This design comes from an exercise in tuning for small area and a short achievable clock period on the open sky130 flow, not from production work. Only simulation tests tie the RTL to the original design; equivalence was not proved.

==> flow/design.v (excerpt) <==
module synth (reset, freqs, play, clk, out, volume);
	input  logic        reset, clk;
	input  logic [5:0]  play;
	input  logic [71:0] freqs;
	input  logic [23:0] volume;
	output logic [23:0] out;
	logic [5:0][23:0] w;
	genvar n;
	generate
		for (n = 0; n < 6; n = n + 1) begin : all_notes
			Triangle_wave tr_note (.freq(freqs[12*n +: 12]), .clk(clk), .out(w[n]), .reset(reset),
				.stop(~play[n]), .volume(volume[4*n +: 4]));
		end
	endgenerate
	logic [5:0][22:0] wm;
	logic [5:0]       wn;
	generate
		for (n = 0; n < 6; n = n + 1) begin : mask
			if (n < 5) begin : m
				assign wm[n] = w[n][22:0] & {23{play[n]}};
				assign wn[n] = ~(w[n][23] & play[n]);
			end else begin : m
				assign wm[n] = w[n][22:0];
				assign wn[n] = ~w[n][23];
			end
		end
	endgenerate
	logic [26:0] S, SA, SB;
	logic ms_w1, ms_w2, ms_w3, ms_w4, ms_w5, ms_w6, ms_w7, ms_w8, ms_w9, ms_w10, ms_w11, ms_w12;
	logic ms_w13, ms_w14, ms_w15, ms_w16, ms_w17, ms_w18, ms_w19, ms_w20, ms_w21, ms_w22, ms_w23, ms_w24;
	logic ms_w25, ms_w26, ms_w27, ms_w28, ms_w29, ms_w30, ms_w31, ms_w32, ms_w33, ms_w34, ms_w35, ms_w36;
	logic ms_w37, ms_w38, ms_w39, ms_w40, ms_w41, ms_w42, ms_w43, ms_w44, ms_w45, ms_w46, ms_w47, ms_w48;
	logic ms_w49, ms_w50, ms_w51, ms_w52, ms_w53, ms_w54, ms_w55, ms_w56, ms_w57, ms_w58, ms_w59, ms_w60;
	logic ms_w61, ms_w62, ms_w63, ms_w64, ms_w65, ms_w66, ms_w67, ms_w68, ms_w69, ms_w70, ms_w71, ms_w72;
	logic ms_w73, ms_w74, ms_w75, ms_w76, ms_w77, ms_w78, ms_w79, ms_w80, ms_w81, ms_w82, ms_w83, ms_w84;
  ...
Settings: LEC_CHECK=0, ABC_AREA=1, CAP_MARGIN=20, CORE_MARGIN=2, CORE_UTILIZATION=40, SLEW_MARGIN=20; clock period 120.0 ns.
run.sh (not shown) runs the stock make flow with config.mk's settings and CLKGATE_MAP_FILE= SYNTH_SCRIPT=/design/flow/synth_recipe.tcl, a recipe that flattens the netlist after the stock synthesis.
==> next run, changes <==
--- a/flow/design.v
+++ b/flow/design.v
@@ -26,31 +26,31 @@
 	input  logic        clk, reset, stop;
 	input  logic [11:0] freq;
 	input  logic [3:0]  volume;
 	output logic [23:0] out;
 	logic [14:0] v;       
 	logic        h;
 	logic [14:0] a;
 	rca #(15) add_a (.a(v), .b({3'b000, freq}), .ci(1'b0), .s(a), .co());
 	logic turn;
 	assign turn = ~a[14] & a[13] & (a[12] | (a[11] & a[10] & a[9] & (a[8] | (a[7] & a[6] & a[5]))));
 	logic [12:0] lc;
-	assign lc[0] = ~a[0];
+	assign lc[0] = 1'b1;
 	genvar i;
 	generate
 		for (i = 0; i < 12; i = i + 1) begin : le_
-			assign lc[i+1] = (freq[i] & ~a[i+1]) | (lc[i] & (freq[i] | ~a[i+1]));
+			assign lc[i+1] = (freq[i] & ~v[i]) | (lc[i] & (freq[i] | ~v[i]));
 		end
 	endgenerate
 	logic park;
-	assign park = stop & ~a[14] & ~a[13] & lc[12];
+	assign park = stop & ~a[14] & (v[14] | (~v[13] & ~v[12] & lc[12]));
 	logic [8:0] an;
 	rca #(9) add_t (.a(a[14:6]), .b({1'b0, turn, 3'b000, turn, 2'b00, turn}), .ci(1'b0), .s(an), .co());
 	always_ff @(posedge clk) begin
 		if (reset) begin
 			v <= 15'b101_0001_0010_0000;    
 			h <= 1'b0;
 		end else if (park) begin
 			v <= '0;
 			h <= 1'b0;
 		end else begin
 			v <= {an, a[5:0]};
=> Worst setup slack gets worse by 0.33 ns. Wire length rises by about 5%. Sequential cell count does not change. Core utilization rises by 0.26 points. Via count went up by 3.4%. Global-route usage barely changes. Hold slack got worse by 0.030 ns. Die area increases by about 4.5%. Area after synthesis rose by about 4.6%. Cell count rises by 5.0%. Clock skew is about the same.

---

the previous run:
synth, a different RTL version from the one above (not shown whole).
Size in the first run: ~3,800 cells after synthesis, about 130 I/O pins, ~28,000 µm² of cells after synthesis.
export LEC_CHECK = 0
export ABC_AREA = 1
export CAP_MARGIN = 20
export CORE_MARGIN = 2
export CORE_UTILIZATION = 65
export SLEW_MARGIN = 20
create_clock -name core_clock -period 120.0 [get_ports {clk}]
standard.sh (not shown) runs the stock make flow with config.mk's settings and CLKGATE_MAP_FILE= SYNTH_SCRIPT=/design/flow/synth_recipe.tcl, a recipe that flattens the netlist after the stock synthesis.
==> flow/flow/run.sh <==
#!/bin/bash
# The standard layout (standard.sh) with three changes:
#  - synthesis keeps the fa and ha modules (one full or half adder each) whole
#    until the end, so that each maps to one adder cell, and skips the quick
#    ABC pass inside Yosys's synth (the flow's own ABC mapping still runs);
#  - plain buffers (buf_2) on the ports instead of the default delay cells.
# The final netlist is flattened by synth_recipe.tcl as usual.
set -euo pipefail
export SYNTH_KEEP_MODULES="fa ha"
export SYNTH_ARGS="-noabc"
export BUFFER_PORTS_ARGS="-buffer_cell sky130_fd_sc_hd__buf_2"
bash standard.sh > standard.log 2>&1
--- input diff the previous run..the current run ---
--- a/flow/design.v
+++ b/flow/design.v
@@ -2,26 +2,27 @@
 	assign s = a ^ b ^ c;
 	assign y = (a & b) | (a & c) | (b & c);
 endmodule
 module ha (input logic a, b, output logic s, y);
 	assign s = a ^ b;
 	assign y = a & b;
 endmodule
 module fa1 (input logic a, b, output logic s, y);
 	assign s = ~(a ^ b);
 	assign y = a | b;
 endmodule
-module Triangle_wave (freq, clk, out, reset, stop, volume);
+module Triangle_wave (freq, clk, out, reset, stop, volume, en);
 	input  logic        clk, reset, stop;
 	input  logic [11:0] freq;
 	input  logic [3:0]  volume;
+	input  logic        en;       
 	output logic [23:0] out;
 	logic [14:0] v;       
 	logic        h;
 	logic [14:0] a;
 	logic ma_w1, ma_w2, ma_w4, ma_w5, ma_w7, ma_w8, ma_w10, ma_w11, ma_w13, ma_w14, ma_w16, ma_w17;
 	logic ma_w19, ma_w20, ma_w22, ma_w23, ma_w25, ma_w26, ma_w28, ma_w29, ma_w31, ma_w32, ma_w34, ma_w35;
 	logic ma_w37, ma_w38, ma_w40, ma_w41, ma_w43;
 	ha ma_u3 (.a(v[0]), .b(freq[0]), .s(ma_w1), .y(ma_w2));
 	fa ma_u6 (.a(v[1]), .b(freq[1]), .c(ma_w2), .s(ma_w4), .y(ma_w5));
 	fa ma_u9 (.a(v[2]), .b(freq[2]), .c(ma_w5), .s(ma_w7), .y(ma_w8));
 	fa ma_u12 (.a(v[3]), .b(freq[3]), .c(ma_w8), .s(ma_w10), .y(ma_w11));
@@ -146,45 +147,50 @@
 	fa mq_u159 (.a(mq_w95), .b(mq_w103), .c(mq_w155), .s(mq_w157), .y(mq_w158));
 	ha mq_u162 (.a(mq_w112), .b(mq_w158), .s(mq_w160), .y(mq_w161));
 	ha mq_u165 (.a(mq_w121), .b(mq_w161), .s(mq_w163), .y(mq_w164));
 	fa mq_u168 (.a(mq_w122), .b(mq_w127), .c(mq_w164), .s(mq_w166), .y(mq_w167));
 	fa mq_u171 (.a(mq_w128), .b(mq_w130), .c(mq_w167), .s(mq_w169), .y(mq_w170));
 	fa mq_u174 (.a(ef[13]), .b(mq_w131), .c(mq_w170), .s(mq_w172), .y(mq_w173));
 	fa1 mq_u177 (.a(ef[14]), .b(mq_w173), .s(mq_w175), .y(mq_w176));
 	assign mq_w178 = ~mq_w176;
 	assign q = {mq_w178, mq_w175, mq_w172, mq_w169, mq_w166, mq_w163, mq_w160, mq_w157, mq_w154, mq_w151, mq_w148, mq_w145, mq_w142, mq_w139, mq_w136, mq_w133, mq_w22, mq_w16, mq_w10, mq_w7, mq_w4, mq_w1};
 	logic [31:0] s;
 	assign s = {{8{q[21]}}, q, 2'b00};
-	assign out = s >> volume;
+	logic [24:0] y;
+	assign y = 25'(s >> {volume[3:1], 1'b0});
+	logic k0, k1;
+	assign k0 = en & ~volume[0];
+	assign k1 = en & volume[0];
+	assign out = (y[23:0] & {24{k0}}) | (y[24:1] & {24{k1}});
 endmodule
 module synth (reset, freqs, play, clk, out, volume);
 	input  logic        reset, clk;
 	input  logic [5:0]  play;
 	input  logic [71:0] freqs;
 	input  logic [23:0] volume;
 	output logic [23:0] out;
 	genvar n;
 	logic [5:0][23:0] w;
 	generate
 		for (n = 0; n < 6; n = n + 1) begin : all_notes
 			Triangle_wave tr_note (.freq(freqs[12*n +: 12]), .clk(clk), .out(w[n]), .reset(reset),
-				.stop(~play[n]), .volume(volume[4*n +: 4]));
+				.stop(~play[n]), .volume(volume[4*n +: 4]), .en(n < 5 ? play[n] : 1'b1));
 		end
 	endgenerate
 	logic [5:0][22:0] wm;
 	logic [5:0]       wn;
 	generate
 		for (n = 0; n < 6; n = n + 1) begin : mask
 			if (n < 5) begin : m
-				assign wm[n] = w[n][22:0] & {23{play[n]}};
-				assign wn[n] = ~(w[n][23] & play[n]);
+				assign wm[n] = w[n][22:0];
+				assign wn[n] = ~w[n][23];
 			end else begin : m
 				assign wm[n] = w[n][22:0];
 				assign wn[n] = ~w[n][23];
 			end
 		end
 	endgenerate
 	logic [26:0] S, SA, SB;
 	logic ms_w1, ms_w2, ms_w4, ms_w5, ms_w7, ms_w8, ms_w10, ms_w11, ms_w13, ms_w14, ms_w16, ms_w17;
 	logic ms_w19, ms_w20, ms_w22, ms_w23, ms_w25, ms_w26, ms_w28, ms_w29, ms_w31, ms_w32, ms_w34, ms_w35;
 	logic ms_w37, ms_w38, ms_w40, ms_w41, ms_w43, ms_w44, ms_w46, ms_w47, ms_w49, ms_w50, ms_w52, ms_w53;
 	logic ms_w55, ms_w56, ms_w58, ms_w59, ms_w61, ms_w62, ms_w64, ms_w65, ms_w67, ms_w68, ms_w70, ms_w71;
==> comparison <==
The previous run and the current run ended up with nearly the same proportion of final cell area spent on non-clock buffers.
From the previous run to the current run the numbers moved as follows: area of the die moved down; net count after synthesis dropped about 4.7%; final period demand of the worst path dropped 560 ps; number of clock sinks flat.
In the current run relative to the previous run, post-layout instance area had gone down by a few percent.
The current run vs. the previous run: slew at the pin closest to its max-slew limit moved up; worst-skew pair later-pin latency level.
The current run vs. the previous run: final weighted congestion in routability-driven placement shows a reduction of about 3%, average cell area after synthesis shows an increase of 0.25 µm², inverter count of the layout excluding clock inverters shows an increase of 26.
The run showing the smaller worst setup slack is the previous run.

-- separate check: timing with driven ports --
No port has a modelled driver above. Below, the same layouts with a new extraction and two added sets of constraints.
Step 1 assumes that a clkbuf_16 drives the clock port and a buf_2 every other input.
Step 2 adds t to the input delays and takes it off the output delays; t is the mean of the earliest and latest rising clock arrival at the registers after step 1. Input paths then give back, and output paths get back, about the clock's delay inside the block.
Slacks: no drivers / after step 1 / after step 2; pairs: no drivers / after step 1.
run | shift t [ns] | setup WS [ns] | slew at the worst register clock pin (ns)
the first run of note 1 | 0.446 | 59.623 / 59.576 / 59.576 | 0.08 / 0.08
the second run of note 1 | 0.450 | 59.298 / 59.237 / 59.237 | 0.08 / 0.08
the previous run | 0.462 | 60.825 / 60.803 / 60.803 | 0.09 / 0.09
the current run | 0.450 | 61.389 / 61.348 / 61.348 | 0.07 / 0.07
After both steps every run listed still meets setup and hold. For the second run of note 1, which loses most, drivers alone change the setup slack by -0.061 ns; drivers and shift together by -0.061 ns.
